Context: an optimization exercise on an open-source flow, tuned for a short achievable clock period and few clock cycles. The choices shown serve that exercise and are no tape-out recipe. Function was checked by simulation only, so behaviour that the tests miss may differ from the original. Power is estimated from default activity; no workload was simulated.

**flow/constraint.sdc**
```tcl
create_clock -name core_clock -period 5.0 [get_ports {clock}]
set_input_delay 1.0000 -clock core_clock [delete_from_list [all_inputs] [get_ports {clock}]]
set_output_delay 1.0000 -clock core_clock [all_outputs]
set_load 0.01 [all_outputs]
```
**flow/design.v**
```verilog
module ks_add32(a, b, cin, s, cout);
input  [31:0] a, b;
input         cin;
output [31:0] s;
output        cout;
wire [31:0] p = a ^ b;
wire [31:0] g0 = a & b;
wire [31:0] g1, p1, g2, p2, g3, p3, g4, p4, g5, p5;
wire [31:0] gi = {g0[31:1], g0[0] | (p[0] & cin)};
genvar k;
generate
  for (k = 0; k < 32; k = k + 1) begin : lv
    if (k >= 1) begin
      assign g1[k] = gi[k] | (p[k] & gi[k-1]);
      assign p1[k] = p[k] & p[k-1];
    end else begin
      assign g1[k] = gi[k];
      assign p1[k] = p[k];
    end
    if (k >= 2) begin
      assign g2[k] = g1[k] | (p1[k] & g1[k-2]);
      assign p2[k] = p1[k] & p1[k-2];
    end else begin
      assign g2[k] = g1[k];
      assign p2[k] = p1[k];
    end
    if (k >= 4) begin
      assign g3[k] = g2[k] | (p2[k] & g2[k-4]);
      assign p3[k] = p2[k] & p2[k-4];
    end else begin
      assign g3[k] = g2[k];
      assign p3[k] = p2[k];
    end
    if (k >= 8) begin
      assign g4[k] = g3[k] | (p3[k] & g3[k-8]);
      assign p4[k] = p3[k] & p3[k-8];
    end else begin
      assign g4[k] = g3[k];
      assign p4[k] = p3[k];
    end
    if (k >= 16) begin
      assign g5[k] = g4[k] | (p4[k] & g4[k-16]);
      assign p5[k] = p4[k] & p4[k-16];
    end else begin
      assign g5[k] = g4[k];
      assign p5[k] = p4[k];
    end
  end
endgenerate
assign s = p ^ {g5[30:0], cin};
assign cout = g5[31];
endmodule
module kustar(clock, clear, mem_addr, mem_wdata, mem_rdata, mem_read, mem_write);
input clock, clear;
output [31:0] mem_addr, mem_wdata;
input [31:0] mem_rdata;
output mem_read, mem_write;
reg [31:0] addr_q;       
reg        mcyc;         
reg        wr_q, rd_q;
reg [31:0] wd_q;
reg [29:0] npc;          
reg        m_lw;         
reg [4:0]  m_rt;
reg        xv;
reg [29:0] ipc;
reg        x_r, x_lw, x_sw, x_beq, x_and, x_or, x_slt, x_sub;
reg [4:0]  x_rs, x_rt, x_rd;
reg [31:0] x_imm;
reg [29:0] x_bt;
reg [31:0] a_q, b_q;
reg [31:0] bx_q;         
reg        cin_q, x_add;
reg [31:0] rf [1:31];
reg        w_en;
reg [4:0]  w_tag;
reg [31:0] w_q;
wire [31:0] ins = mem_rdata;
wire [5:0]  f_op = ins[31:26];
wire [4:0]  f_rs = ins[25:21];
wire [4:0]  f_rt = ins[20:16];
wire [4:0]  f_rd = ins[15:11];
wire [5:0]  f_fn = ins[5:0];
wire [29:0] fpc  = addr_q[31:2];
wire [29:0] fpc1 = fpc + 30'd1;
wire [31:0] f_bt_s;
wire        f_bt_c;
ks_add32 btadd({2'b00, fpc}, {2'b00, {14{ins[15]}}, ins[15:0]}, 1'b1, f_bt_s, f_bt_c);
wire [29:0] f_bt = f_bt_s[29:0];
wire [29:0] f_jt = {fpc1[29:26], ins[25:0]};
wire        f_isr  = (f_op == 6'd0);
wire        f_islw = (f_op == 6'd35);
wire        f_issw = (f_op == 6'd43);
wire        f_isbeq = (f_op == 6'd4);
wire        f_isj  = (f_op == 6'd2);
wire        f_beqt = f_isbeq && (f_rs == f_rt);
wire [29:0] f_next = f_isj ? f_jt : (f_beqt ? f_bt : fpc1);
wire        xact = xv && !mcyc;
wire        x_mem = x_lw | x_sw;
wire [31:0] sum;
wire        cout;
ks_add32 adder(a_q, bx_q, cin_q, sum, cout);
wire        ltu  = ~cout;
wire [31:0] res  = ({32{x_and}} & (a_q & b_q)) | ({32{x_or}} & (a_q | b_q)) |
                   ({32{x_add}} & sum) | {31'd0, x_slt & ltu};
wire        eq   = (a_q == b_q);
wire        go_m = xact && x_mem;
wire        taken = xact && x_beq && eq;
wire        we_x = xact && x_r && (x_rd != 5'd0);
wire        we_m = mcyc && m_lw && (m_rt != 5'd0);
wire        we   = we_x || we_m;
wire [4:0]  wa   = mcyc ? m_rt : x_rd;
wire [31:0] wdat = mcyc ? mem_rdata : res;
wire        ld_ir = !mcyc;            
wire [4:0]  o_rs  = ld_ir ? f_rs : x_rs;
wire [4:0]  o_rt  = ld_ir ? f_rt : x_rt;
wire [31:0] rf_a  = (f_rs == 5'd0) ? 32'd0 : (w_en && w_tag == f_rs) ? w_q : rf[f_rs];
wire [31:0] rf_b  = (f_rt == 5'd0) ? 32'd0 : (w_en && w_tag == f_rt) ? w_q : rf[f_rt];
wire [31:0] base_a = ld_ir ? rf_a : a_q;
wire [31:0] base_b = ld_ir ? rf_b : b_q;
wire [31:0] n_a = (we && wa == o_rs) ? wdat : base_a;
wire [31:0] n_b = (we && wa == o_rt) ? wdat : base_b;
wire        f_and = f_isr && (f_fn == 6'b100100);
wire        f_or  = f_isr && (f_fn == 6'b100101);
wire        f_slt = f_isr && (f_fn == 6'b101010);
wire        f_sub = f_isr && ((f_fn == 6'b100010) || (f_fn == 6'b101010));
wire        o_mem = ld_ir ? (f_islw | f_issw) : x_mem;
wire        o_sub = ld_ir ? f_sub : x_sub;
wire [31:0] o_imm = ld_ir ? {{16{ins[15]}}, ins[15:0]} : x_imm;
wire [31:0] n_bx  = o_mem ? o_imm : (o_sub ? ~n_b : n_b);
wire        smc   = mcyc && wr_q && xv && (addr_q[31:2] == ipc);
integer i;
always @(posedge clock or posedge clear)
begin
  if (clear) begin
    addr_q <= 0; mcyc <= 0; wr_q <= 0; rd_q <= 1; wd_q <= 0; npc <= 0;
    m_lw <= 0; m_rt <= 0;
    xv <= 0; ipc <= 0; x_r <= 0; x_lw <= 0; x_sw <= 0; x_beq <= 0;
    x_and <= 0; x_or <= 0; x_slt <= 0; x_sub <= 0;
    x_rs <= 0; x_rt <= 0; x_rd <= 0; x_imm <= 0; x_bt <= 0;
    a_q <= 0; b_q <= 0; bx_q <= 0; cin_q <= 0; x_add <= 0;
    for (i = 1; i < 32; i = i + 1) rf[i] <= 0;
    w_en <= 0; w_tag <= 0; w_q <= 0;
  end else begin
    if (w_en) rf[w_tag] <= w_q;
    w_en <= we;
    w_tag <= wa;
    w_q <= wdat;
    a_q <= n_a;
    b_q <= n_b;
    bx_q <= n_bx;
    cin_q <= o_sub && !o_mem;
    if (mcyc) begin
      mcyc <= 0;
      wr_q <= 0;
      rd_q <= 1;
      if (smc) begin
        addr_q <= {ipc, 2'b00};
        xv <= 0;
      end else
        addr_q <= {npc, 2'b00};
    end else begin
      xv <= !taken;
      ipc <= fpc;
      x_r <= f_isr;
      x_lw <= f_islw;
      x_sw <= f_issw;
      x_beq <= f_isbeq && !f_beqt;
      x_and <= f_and;
      x_or  <= f_or;
      x_slt <= f_slt;
      x_sub <= f_sub;
      x_add <= !(f_and || f_or || f_slt);
      x_rs <= f_rs;
      x_rt <= f_rt;
      x_rd <= f_rd;
      x_imm <= {{16{ins[15]}}, ins[15:0]};
      x_bt <= f_bt;
      if (go_m) begin
        mcyc <= 1;
        addr_q <= sum;
        npc <= f_next;
        wr_q <= x_sw;
        rd_q <= !x_sw;
        wd_q <= b_q;
        m_lw <= x_lw;
        m_rt <= x_rt;
      end else if (taken) begin
        addr_q <= {x_bt, 2'b00};
      end else begin
        addr_q <= {f_next, 2'b00};
      end
    end
  end
end
assign mem_addr  = addr_q;
assign mem_wdata = wd_q;
assign mem_write = wr_q;
assign mem_read  = rd_q;
endmodule
```
**flow/config.mk**
```make
export PLATFORM = sky130hd
export DESIGN_NAME = kustar
export DESIGN_NICKNAME = kustar
export VERILOG_FILES = /design/flow/design.v
export SDC_FILE = /design/flow/constraint.sdc
export NUM_CORES = 4
export LEC_CHECK = 0
export CAP_MARGIN = 20
export CORE_MARGIN = 2
export CORE_UTILIZATION = 45
export SETUP_SLACK_MARGIN = 2.2
export SLEW_MARGIN = 20
```
**flow/run.sh**
```bash
#!/bin/bash
# synth_recipe.tcl (not shown) runs the flow's synth.tcl, then flattens the netlist and writes it again
# the make line also repeats each setting of config.mk as NAME=value (left out here)
make -C /OpenROAD-flow-scripts/flow DESIGN_CONFIG=/design/flow/config.mk WORK_HOME=/design/flow/orfs CLKGATE_MAP_FILE= SYNTH_SCRIPT=/design/flow/synth_recipe.tcl finish
```
==> impl_metrics.py, run 1 <==
metrics = {
    "clock_tree": {
        "cts_sinks": 1347,
        "cts_made_buffers": 154,
        "cts_root_buffer": "clkbuf_16",
        "cts_max_path_buffers": 3,
        "tritoncts": "built",
        "clock_latency_ns": 0.83,
        "path_clk_slew_ns": 0.06,
        "cts-htree-levels": 4,
    },
    "worst_setup_path": {
        "cp-end-kind": "flop",
        "required_ns": 5.69,
        "cp_max_fo": 4,
        "crit_cells": 12,
        "r2r_start": "bx_q[0]",
        "critPathSlowestCell": "a2111o_1",
        "criticalPathCategory": "flop to flop",
        "regToRegSetupSlack_ns": 1.60,
        "crit_family": "compound AO/OA/AOI/OAI gates",
        "slowest_delay_ns": 0.53,
        "critical_path.most_common_cell": "buf_6",
        "start_kind": "flop",
        "cp.buffers_inverters": 2,
        "critPathLaunch": "bx_q[0]",
        "rr_worst_depth": 12,
        "cp-endpoint": "bx_q[29]",
        "cp_cell_sequence": "fa_2, buf_6, buf_6, a211oi_4, o21ai_2, a2111o_1, and3_4, o21ba_4, or4_4, nand3_4, mux2i_1, nor3_1",
        "critical_path.reg2reg.endpoint": "bx_q[29]",
        "arrival_ns": 4.10,
    },
    "layout": {
        "seqCellArea_sq_um": 33800,
        "fillerInstances": 13200,
        "drive_gt1_share_pct": 39.8,
        "final_cell_mix": "1295 x dfrtp_1, 1046 x mux2_2, 733 x a22oi_1, 651 x buf_4, 429 x nand2_1",
        "nNetsFinal": 7342,
        "layout_commonest_cell": "dfrtp_1",
        "syn_to_final_growth_pct": 28.4,
        "multi_input_area_sq_um": 38400,
    },
    "detailed_routing": {
        "via_per_inst": 7.13,
        "drt_pass1_iterations": 10,
        "drt_iter0_markers": 10500,
        "ant_nets": 0,
        "drt-total-wl_microns": 384000,
        "drc": 0,
        "wl_per_cell_microns": 40.9,
        "vias": 66900,
    },
    "synthesis": {
        "postSynthAreaPerCell_sq_um": 10.9,
        "syn_area_sq_um": 71100,
        "synthArstFlopShare_pct": 100,
        "synth_top_cell_by_area": "dfrtp_1",
        "synth_ff_type": "dfrtp_1",
        "yosysTopAreaCellShare_pct": 47.4,
        "synth-seq-cells": 1347,
        "synth.area.top_cells": "dfrtp_1 47%, mux2_2 17%, a22oi_1 8.0%",
        "synth_fp_nets": 6712,
        "ys_warn_count": 2,
        "syn_inst": 6550,
        "yosysSeqAreaShare_pct": 47.4,
        "synth_edf_count": 0,
        "yosysUniqueCellTypes": 100,
    },
    "die": {
        "dieArea_sq_um": 161000,
        "die_x_microns": 402,
        "rows": 145,
        "core_sq_um": 157000,
        "fp.dieH_microns": 402,
        "io_pins": 100,
        "initial_core_util_pct": 45.4,
    },
    "timing": {
        "layout_setup_ws_ns": 1.60,
        "setup_viol": 0,
        "fin_skew_ns": 0.0338,
        "grt_setup_unrepaired": "true",
        "fin_crit_sh_pct": 68.1,
        "relSlewSlack_pct": 14.2,
        "finalHoldViolCount": 0,
        "max_freq_mhz": 294,
        "drv_slew": 0,
        "tightest_slew_ns": 1.29,
        "fin_crit_ns": 3.40,
        "finalSetupTns_ns": 0,
    },
    "placed_design": {
        "post-place-ws_ns": -0.391,
        "io_buffers": 99,
        "gp_congestion": 1.02,
        "dp_hpwl_microns": 237000,
    },
    "grt": {
        "antenna_found_initial": 24,
        "overflow": 0,
        "grt_pass1_vias": 64600,
        "grt_pass1_wl_microns": 521000,
        "grt_max_degree": 154,
        "grt_usage_pct": 46.0,
    },
    "min_path": {
        "min_path_type": "flop to flop",
    },
    "run_status": {
        "status": "finished clean",
    },
    "job": {
        "cap_violations": 0,
    },
    "power": {
        "peakVddDrop_mv": 0.323,
        "p_per_area_nw_per_um2": 331,
        "leakagePower_nw": 42.4,
    },
}
## metal layers
| layer | up-vias | wire length, microns | global-route usage, % |
|---|---|---|---|
| met2 | 5319 | 162000 | 66.8 |
| li1 | 26000 | - | - |
| met1 | 33700 | 137000 | 54.9 |
| met4 | 24 | 38000 | 36.8 |
| met5 | - | 237 | 0.357 |
| met3 | 1871 | 47100 | 16.7 |
## through the flow
| stage | cells | total power (W) | hold slack (ns) | util [%] | area (sq um) |
|---|---|---|---|---|---|
| 2_1_floorplan | 6550 | 0.0148 | 0.433 | - | 71100 |
| 3_3_place_gp | 8581 | 0.0166 | 0.445 | 49.1 | 76900 |
| 3_5_place_dp | 8584 | 0.0166 | 0.458 | 49.1 | 76900 |
| 4_1_cts | 9226 | 0.0297 | 0.467 | 56.6 | 88600 |
| 5_1_grt | 9370 | 0.0311 | 0.492 | 58.3 | 91300 |
| 6_report | 9383 | 0.0302 | 0.468 | 58.3 | 91300 |
## cells in the mapped netlist (54+ instances only)
| cell type | n |
|---|---|
| a21oi_1 | 176 |
| a221oi_1 | 54 |
| a22oi_1 | 755 |
| and3_1 | 141 |
| buf_1 | 90 |
| buf_2 | 89 |
| clkbuf_1 | 360 |
| dfrtp_1 | 1346 |
| ha_1 | 125 |
| inv_1 | 121 |
| mux2_2 | 1050 |
| mux2i_1 | 59 |
| nand2_1 | 458 |
| nand3_1 | 184 |
| nand4_1 | 138 |
| nor2_1 | 264 |
| nor3_1 | 68 |
| nor4_1 | 58 |
| o21ai_0 | 213 |
| xnor2_1 | 68 |
| xor2_1 | 62 |
## tightest hold or removal path, stage by stage (launching register included)
cell	delay (ns)
dfrtp_1	0.34
nand2_1	0.05
nand2_1	0.05
## power breakdown
part	switching, W	total (W)	internal [W]
Combinational	0.00328	0.00569	0.00241
Sequential	0.000765	0.0123	0.0115
Clock	0.00494	0.0122	0.00724
Total	0.00899	0.0302	0.0212
## layout make-up
class	count	share of cell area (%)
Antenna cell	17	0.0466
Clock buffer	229	5.03
Clock inverter	55	0.860
Inverter	122	0.517
Multi-Input combinational cell	4516	42.0
Sequential cell	1347	37.0
Tap cell	2058	2.82
Timing Repair Buffer	1039	11.7
## flip-flops by register name, summed over array words and instances, names as in the netlist, 32 cells and up
name    count
rf        992
b_q        32
a_q        32
w_q        32
wd_q       32
bx_q       32
addr_q     32
x_imm      32
## worst min-delay path by stage
stage                         start         to  slack, ns  depth (start not counted)
after floorplan             x_rt[0]    m_rt[0]       0.43                          2
after global routing        npc[22]    npc[22]       0.49                          2
after global placement      x_rt[4]    m_rt[4]       0.44                          2
after CTS                   x_rt[0]    m_rt[0]       0.47                          2
after detailed placement  x_imm[18]  x_imm[18]       0.46                          2
final                       x_rt[0]    m_rt[0]       0.47                          2
## cells by family after synthesis
| family | Yosys count | share of synthesized area [%] |
|---|---|---|
| compound gates | 1665 | 16.9 |
| xor+xnor | 130 | 1.60 |
| fa+ha+maj | 128 | 2.28 |
| buf+inv | 692 | 4.02 |
| flops | 1347 | 47.4 |
| mux | 1109 | 17.5 |
| simple gates | 1479 | 10.3 |
## what timing repair did
action / CTS / global route
resized for setup: 769 / 308
hold buffers: 0 / 0
cloned: 17 / 9
buffers inserted: 341 / 130
pin swaps: 240 / 179
setup endpoints to repair: 351 / 215
Testbench counts, summed over its fixed seeds: cycles 30,712.
==> run 2, diff against run 1 <==
--- a/flow/design.v
+++ b/flow/design.v
@@ -45,6 +45,52 @@
       assign g5[k] = g4[k];
       assign p5[k] = p4[k];
     end
+  end
+endgenerate
+assign s = p ^ {g5[30:0], cin};
+assign cout = g5[31];
+endmodule
+module pfx_add32(g, p, cin, s, cout);
+input  [31:0] g, p;
+input         cin;
+output [31:0] s;
+output        cout;
+wire [31:0] g1, p1, g2, p2, g3, p3, g4, p4, g5;
+genvar k;
+generate
+  for (k = 0; k < 32; k = k + 1) begin : lv
+    if (k >= 1) begin
+      assign g1[k] = g[k] | (p[k] & g[k-1]);
+      assign p1[k] = p[k] & p[k-1];
+    end else begin
+      assign g1[k] = g[k];
+      assign p1[k] = p[k];
+    end
+    if (k >= 2) begin
+      assign g2[k] = g1[k] | (p1[k] & g1[k-2]);
+      assign p2[k] = p1[k] & p1[k-2];
+    end else begin
+      assign g2[k] = g1[k];
+      assign p2[k] = p1[k];
+    end
+    if (k >= 4) begin
+      assign g3[k] = g2[k] | (p2[k] & g2[k-4]);
+      assign p3[k] = p2[k] & p2[k-4];
+    end else begin
+      assign g3[k] = g2[k];
+      assign p3[k] = p2[k];
+    end
+    if (k >= 8) begin
+      assign g4[k] = g3[k] | (p3[k] & g3[k-8]);
+      assign p4[k] = p3[k] & p3[k-8];
+    end else begin
+      assign g4[k] = g3[k];
+      assign p4[k] = p3[k];
+    end
+    if (k >= 16)
+      assign g5[k] = g4[k] | (p4[k] & g4[k-16]);
+    else
+      assign g5[k] = g4[k];
   end
 endgenerate
 assign s = p ^ {g5[30:0], cin};
@@ -69,7 +115,7 @@
 reg [31:0] x_imm;
 reg [29:0] x_bt;
 reg [31:0] a_q, b_q;
-reg [31:0] bx_q;         
+reg [31:0] p_q, g_q;     
 reg        cin_q, x_add;
 reg [31:0] rf [1:31];
 reg        w_en;
@@ -85,8 +131,12 @@
 wire [29:0] fpc1 = fpc + 30'd1;
 wire [31:0] f_bt_s;
 wire        f_bt_c;
-ks_add32 btadd({2'b00, fpc}, {2'b00, {14{ins[15]}}, ins[15:0]}, 1'b1, f_bt_s, f_bt_c);
-wire [29:0] f_bt = f_bt_s[29:0];
+ks_add32 btadd({16'd0, fpc[15:0]}, {16'd0, ins[15:0]}, 1'b1, f_bt_s, f_bt_c);
+wire [13:0] fhi_p = fpc[29:16] + 14'd1;
+wire [13:0] fhi_m = fpc[29:16] - 14'd1;
+wire [13:0] f_bt_hi = (f_bt_s[16] && !ins[15]) ? fhi_p :
+                      (!f_bt_s[16] && ins[15]) ? fhi_m : fpc[29:16];
+wire [29:0] f_bt = {f_bt_hi, f_bt_s[15:0]};
 wire [29:0] f_jt = {fpc1[29:26], ins[25:0]};
 wire        f_isr  = (f_op == 6'd0);
 wire        f_islw = (f_op == 6'd35);
@@ -99,11 +149,11 @@
 wire        x_mem = x_lw | x_sw;
 wire [31:0] sum;
 wire        cout;
-ks_add32 adder(a_q, bx_q, cin_q, sum, cout);
+pfx_add32 adder(g_q, p_q, cin_q, sum, cout);
 wire        ltu  = ~cout;
-wire [31:0] res  = ({32{x_and}} & (a_q & b_q)) | ({32{x_or}} & (a_q | b_q)) |
+wire [31:0] res  = ({32{x_and}} & g_q) | ({32{x_or}} & (g_q | p_q)) |
                    ({32{x_add}} & sum) | {31'd0, x_slt & ltu};
-wire        eq   = (a_q == b_q);
+wire        eq   = ~|p_q;
 wire        go_m = xact && x_mem;
 wire        taken = xact && x_beq && eq;
 wire        we_x = xact && x_r && (x_rd != 5'd0);
@@ -116,10 +166,11 @@
 wire [4:0]  o_rt  = ld_ir ? f_rt : x_rt;
 wire [31:0] rf_a  = (f_rs == 5'd0) ? 32'd0 : (w_en && w_tag == f_rs) ? w_q : rf[f_rs];
 wire [31:0] rf_b  = (f_rt == 5'd0) ? 32'd0 : (w_en && w_tag == f_rt) ? w_q : rf[f_rt];
-wire [31:0] base_a = ld_ir ? rf_a : a_q;
-wire [31:0] base_b = ld_ir ? rf_b : b_q;
-wire [31:0] n_a = (we && wa == o_rs) ? wdat : base_a;
-wire [31:0] n_b = (we && wa == o_rt) ? wdat : base_b;
+wire        haz_new = we_x && ((x_rd == f_rs) || (x_rd == f_rt));
+wire [31:0] held_a = (w_en && w_tag == x_rs) ? w_q : a_q;
+wire [31:0] held_b = (w_en && w_tag == x_rt) ? w_q : b_q;
+wire [31:0] n_a = ld_ir ? rf_a : (we_m && m_rt == x_rs) ? mem_rdata : held_a;
+wire [31:0] n_b = ld_ir ? rf_b : (we_m && m_rt == x_rt) ? mem_rdata : held_b;
 wire        f_and = f_isr && (f_fn == 6'b100100);
 wire        f_or  = f_isr && (f_fn == 6'b100101);
 wire        f_slt = f_isr && (f_fn == 6'b101010);
@@ -128,6 +179,9 @@
 wire        o_sub = ld_ir ? f_sub : x_sub;
 wire [31:0] o_imm = ld_ir ? {{16{ins[15]}}, ins[15:0]} : x_imm;
 wire [31:0] n_bx  = o_mem ? o_imm : (o_sub ? ~n_b : n_b);
+wire        n_cin = o_sub && !o_mem;
+wire [31:0] n_p   = n_a ^ n_bx;
+wire [31:0] n_g   = {n_a[31:1] & n_bx[31:1], (n_a[0] & n_bx[0]) | (n_p[0] & n_cin)};
 wire        smc   = mcyc && wr_q && xv && (addr_q[31:2] == ipc);
 integer i;
 always @(posedge clock or posedge clear)
@@ -138,7 +192,7 @@
     xv <= 0; ipc <= 0; x_r <= 0; x_lw <= 0; x_sw <= 0; x_beq <= 0;
     x_and <= 0; x_or <= 0; x_slt <= 0; x_sub <= 0;
     x_rs <= 0; x_rt <= 0; x_rd <= 0; x_imm <= 0; x_bt <= 0;
-    a_q <= 0; b_q <= 0; bx_q <= 0; cin_q <= 0; x_add <= 0;
+    a_q <= 0; b_q <= 0; p_q <= 0; g_q <= 0; cin_q <= 0; x_add <= 0;
     for (i = 1; i < 32; i = i + 1) rf[i] <= 0;
     w_en <= 0; w_tag <= 0; w_q <= 0;
   end else begin
@@ -148,8 +202,9 @@
     w_q <= wdat;
     a_q <= n_a;
     b_q <= n_b;
-    bx_q <= n_bx;
-    cin_q <= o_sub && !o_mem;
+    p_q <= n_p;
+    g_q <= n_g;
+    cin_q <= n_cin;
     if (mcyc) begin
       mcyc <= 0;
       wr_q <= 0;
@@ -176,7 +231,14 @@
       x_rd <= f_rd;
       x_imm <= {{16{ins[15]}}, ins[15:0]};
       x_bt <= f_bt;
-      if (go_m) begin
+      if (haz_new) begin
+        mcyc <= 1;
+        addr_q <= {f_next, 2'b00};
+        npc <= f_next;
+        wr_q <= 0;
+        rd_q <= 1;
+        m_lw <= 0;
+      end else if (go_m) begin
         mcyc <= 1;
         addr_q <= sum;
         npc <= f_next;
--- a/flow/config.mk
+++ b/flow/config.mk
@@ -8,5 +8,5 @@
 export CAP_MARGIN = 20
 export CORE_MARGIN = 2
 export CORE_UTILIZATION = 45
-export SETUP_SLACK_MARGIN = 2.2
+export SETUP_SLACK_MARGIN = 2.3
 export SLEW_MARGIN = 20
==> run 2 against run 1 <==
Effect of this change:
- non-clock buffer count rose by 24
- clock power rose by 4%
- sequential share of layout area fell by 0.77 points
- worst setup slack better by 0.11 ns
- critical path depth grew 3
- worst hold slack lost 0.00068 ns
- combinational power is 11% higher
- fmax increased by 3.4%
- critical endpoint is now p_q[19]
==> impl_metrics.py, run 2 <==
metrics = {
    "clock_tree": {
        "cts_sinks": 1379,
        "cts_root_buffer": "clkbuf_16",
        "cts_made_buffers": 157,
        "cts_max_path_buffers": 3,
        "hold_buffers": 0,
        "clock_latency_ns": 0.86,
        "path_clk_slew_ns": 0.06,
        "cts-htree-levels": 4,
        "tritoncts": "built",
    },
    "synthesis": {
        "synth_top_family_by_area": "multiplexers",
        "synth-simple-area-share_pct": 15.0,
        "synth_compound_area_share_pct": 12.9,
        "synth-seq-cells": 1379,
        "synth_common_cells": "1378 x dfrtp_1, 1038 x mux2_2, 900 x nand3_1, 474 x clkbuf_1, 414 x nand2_1",
        "synth-xor-area-share_pct": 1.87,
        "syn_inst": 7027,
        "synth_ff_type": "dfrtp_1",
        "yosysUniqueCellTypes": 95,
        "synth_top_cell_by_area": "dfrtp_1",
        "postSynthAreaPerCell_sq_um": 10.4,
        "synth_edf_count": 0,
        "synth_fp_nets": 7114,
        "ys_warn_count": 2,
        "yosysTopAreaCellShare_pct": 47.1,
        "muxShareOfSynthArea_pct": 17.9,
        "synth.area.top_cells": "dfrtp_1 47%, mux2_2 16%, nand3_1 6.2%",
        "synthAdderAreaFrac_pct": 0.916,
        "synthArstFlopShare_pct": 100,
        "syn_area_sq_um": 73200,
        "yosysSeqAreaShare_pct": 47.1,
        "synth.most_common_cell": "dfrtp_1",
    },
    "timing": {
        "relSlewSlack_pct": 19.7,
        "fin_skew_ns": 0.0332,
        "finalSetupTns_ns": 0,
        "finalHoldViolCount": 0,
        "fin_crit_ns": 3.29,
        "tightest_slew_ns": 1.20,
        "drv_slew": 0,
        "fin_crit_sh_pct": 65.9,
        "max_freq_mhz": 304,
        "setup_viol": 0,
        "grt_setup_unrepaired": "true",
    },
    "layout": {
        "syn_to_final_growth_pct": 30.5,
        "layout_commonest_cell": "dfrtp_1",
        "largest_register": "rf",
        "finalNonFillerCells": 9828,
        "nNetsFinal": 7600,
        "fin_util_pct": 58.9,
        "drive_gt1_share_pct": 38.3,
        "seqCellArea_sq_um": 34600,
        "final_cell_mix": "1313 x dfrtp_1, 1030 x mux2_2, 851 x nand3_1, 547 x buf_4, 393 x nand2_1",
        "largest_reg_flops": 992,
        "multi_input_area_sq_um": 39400,
        "fillerInstances": 13600,
        "design_area_sq_um": 95500,
    },
    "detailed_routing": {
        "drc": 0,
        "vias": 70700,
        "drt-total-wl_microns": 382000,
        "wl_per_cell_microns": 38.9,
        "drt_iter0_markers": 12500,
        "drt_pass1_iterations": 9,
        "ant_nets": 0,
        "via_per_inst": 7.19,
    },
    "placed_design": {
        "gp_congestion": 0.984,
        "dp.cells": 9033,
        "io_buffers": 99,
        "dp_hpwl_microns": 225000,
        "placed_area_sq_um": 79200,
    },
    "worst_setup_path": {
        "start_kind": "primary input",
        "r2r_start": "w_tag[4]",
        "cp_max_fo": 6,
        "critPathLaunch": "mem_rdata[20]",
        "required_ns": 5.72,
        "criticalPathCategory": "primary input to flop",
        "arrival_ns": 4.01,
        "cp-end-kind": "flop",
    },
    "die": {
        "rows": 148,
        "die_x_microns": 407,
        "dieArea_sq_um": 166000,
        "initial_core_util_pct": 45.1,
        "io_pins": 100,
        "core_sq_um": 162000,
        "fp.dieH_microns": 407,
    },
    "min_path": {
        "min-delay-start": "b_q[21]",
        "min_path_type": "flop to flop",
    },
    "grt": {
        "grt_pass1_wl_microns": 523000,
        "grt_pass1_vias": 67500,
        "grt_max_degree": 129,
        "grt.busiest_layer": "met2",
        "antenna_found_initial": 17,
        "met3_usage_pct": 15.1,
        "use_met2_pct": 63.1,
        "overflow": 0,
        "grt_usage_pct": 43.8,
        "grt_use_met1_pct": 54.0,
    },
    "power": {
        "p_total_w": 0.0318,
        "p_per_area_nw_per_um2": 333,
        "leakagePower_nw": 43.1,
        "peakVddDrop_mv": 0.406,
    },
    "job": {
        "cap_violations": 0,
    },
    "run_status": {
        "status": "finished clean",
    },
}
-- run 2: cell types whose count changed after synthesis, moves of 37 or more --
cell      previous run  this run
nand3_1            184       900
a22oi_1            755       352
nand4_1            138       270
clkbuf_1           360       474
and3_1             141        56
mux2i_1             59       140
inv_1              121        47
ha_1               125        52
buf_2               89       151
nor2_1             264       211
nand2_1            458       414
a31oi_1             19        56
-- run 2: metal layers --
metal  share of wire [%]  wire length (microns)
met5               0.088                    335
met1                  35                 135000
met3                  14                  51600
met4                 9.7                  37000
met2                  41                 158000
-- run 2: cell families (layout without fill, tap and decap cells) --
group	count (synthesis)	in the layout
XOR/XNOR	156	156
buffers and inverters	788	1400
flip-flops	1379	1379
AO/OA/AOI/OAI	1319	1319
other	0	11
multiplexers	1178	1178
adder cells (fa/ha/maj)	53	53
AND/OR/NAND/NOR	2154	2157
-- run 2: layout make-up --
| class | count | share of cell area (%) |
|---|---|---|
| clock buffer | 208 | 4.55 |
| timing repair buffer | 1063 | 13.6 |
| tap | 2175 | 2.85 |
| sequential | 1379 | 36.2 |
| inverter | 49 | 0.204 |
| clock inverter | 80 | 1.33 |
| multi-input combinational | 4863 | 41.2 |
| antenna | 11 | 0.0288 |
-- run 2: final timing paths --
kind,endpoint,slack [ns],depth (start not counted)
max,p_q[19],1.71,15
min,wd_q[21],0.47,2
max reg2reg,p_q[24],1.94,13
min reg2reg,wd_q[21],0.47,2
max in group asynchronous,w_q[29],2.90,4
min in group asynchronous,wd_q[3],0.73,2
-- run 2: what timing repair did --
action,4_1_cts,5_1_grt
setup buffers,288,131
gates cloned,51,26
resized for setup,825,406
setup endpoints to repair,1095,421
pin swaps,222,234
-- run 2: metrics by stage --
stage          setup slack [ns]  hold WS [ns]
6_report                   1.71         0.467
5_1_grt                    1.75         0.492
4_1_cts                    1.99         0.475
3_5_place_dp            0.00945         0.461
3_3_place_gp            -0.0634         0.450
2_1_floorplan            -15.08         0.432
-- run 2: report_power, final --
group / total (W) / internal (W) / switching [W]
Combinational: 0.00634 / 0.00268 / 0.00367
Sequential: 0.0127 / 0.0119 / 0.000828
Clock: 0.0127 / 0.00749 / 0.00525
-- run 2: worst max-delay path, cell delays in order --
cell	delay (ns)
buf_12	0.13
buf_12	0.14
buf_6	0.12
nor3b_4	0.30
buf_6	0.18
buf_12	0.17
buf_4	0.15
nand3_1	0.07
nand4_1	0.14
nor4_1	0.09
a211oi_2	0.71
a211o_1	0.23
mux2i_1	0.20
a31oi_1	0.06
ha_1	0.29
Testbench counts of run 2, summed over its fixed seeds: cycles 31,194.

[re-timing with driven ports]
No port has a modelled driver above. Below, the same layouts with a new extraction and two added sets of constraints. Step 1 assumes that a clkbuf_16 drives the clock port and a buf_2 every other input. Step 2, shift: input delay + t, output delay - t, t = (earliest + latest rising clock arrival at the registers) / 2. This alone moves slack from input paths to output paths. Slacks: ideal ports / drivers / drivers and shift; pairs: ideal ports / drivers.
run	shift t [ns]	slack for setup (ns)	worst hold slack (ns)
run 1	0.899	1.596 / 1.596 / 0.792	0.468 / 0.468 / 0.468
run 2	0.924	1.707 / 1.740 / 0.815	0.467 / 0.467 / 0.467
After both steps every run listed still meets setup and hold. The setup slack of run 2, which loses most, moves by +0.033 ns with the drivers and by -0.892 ns with both steps.
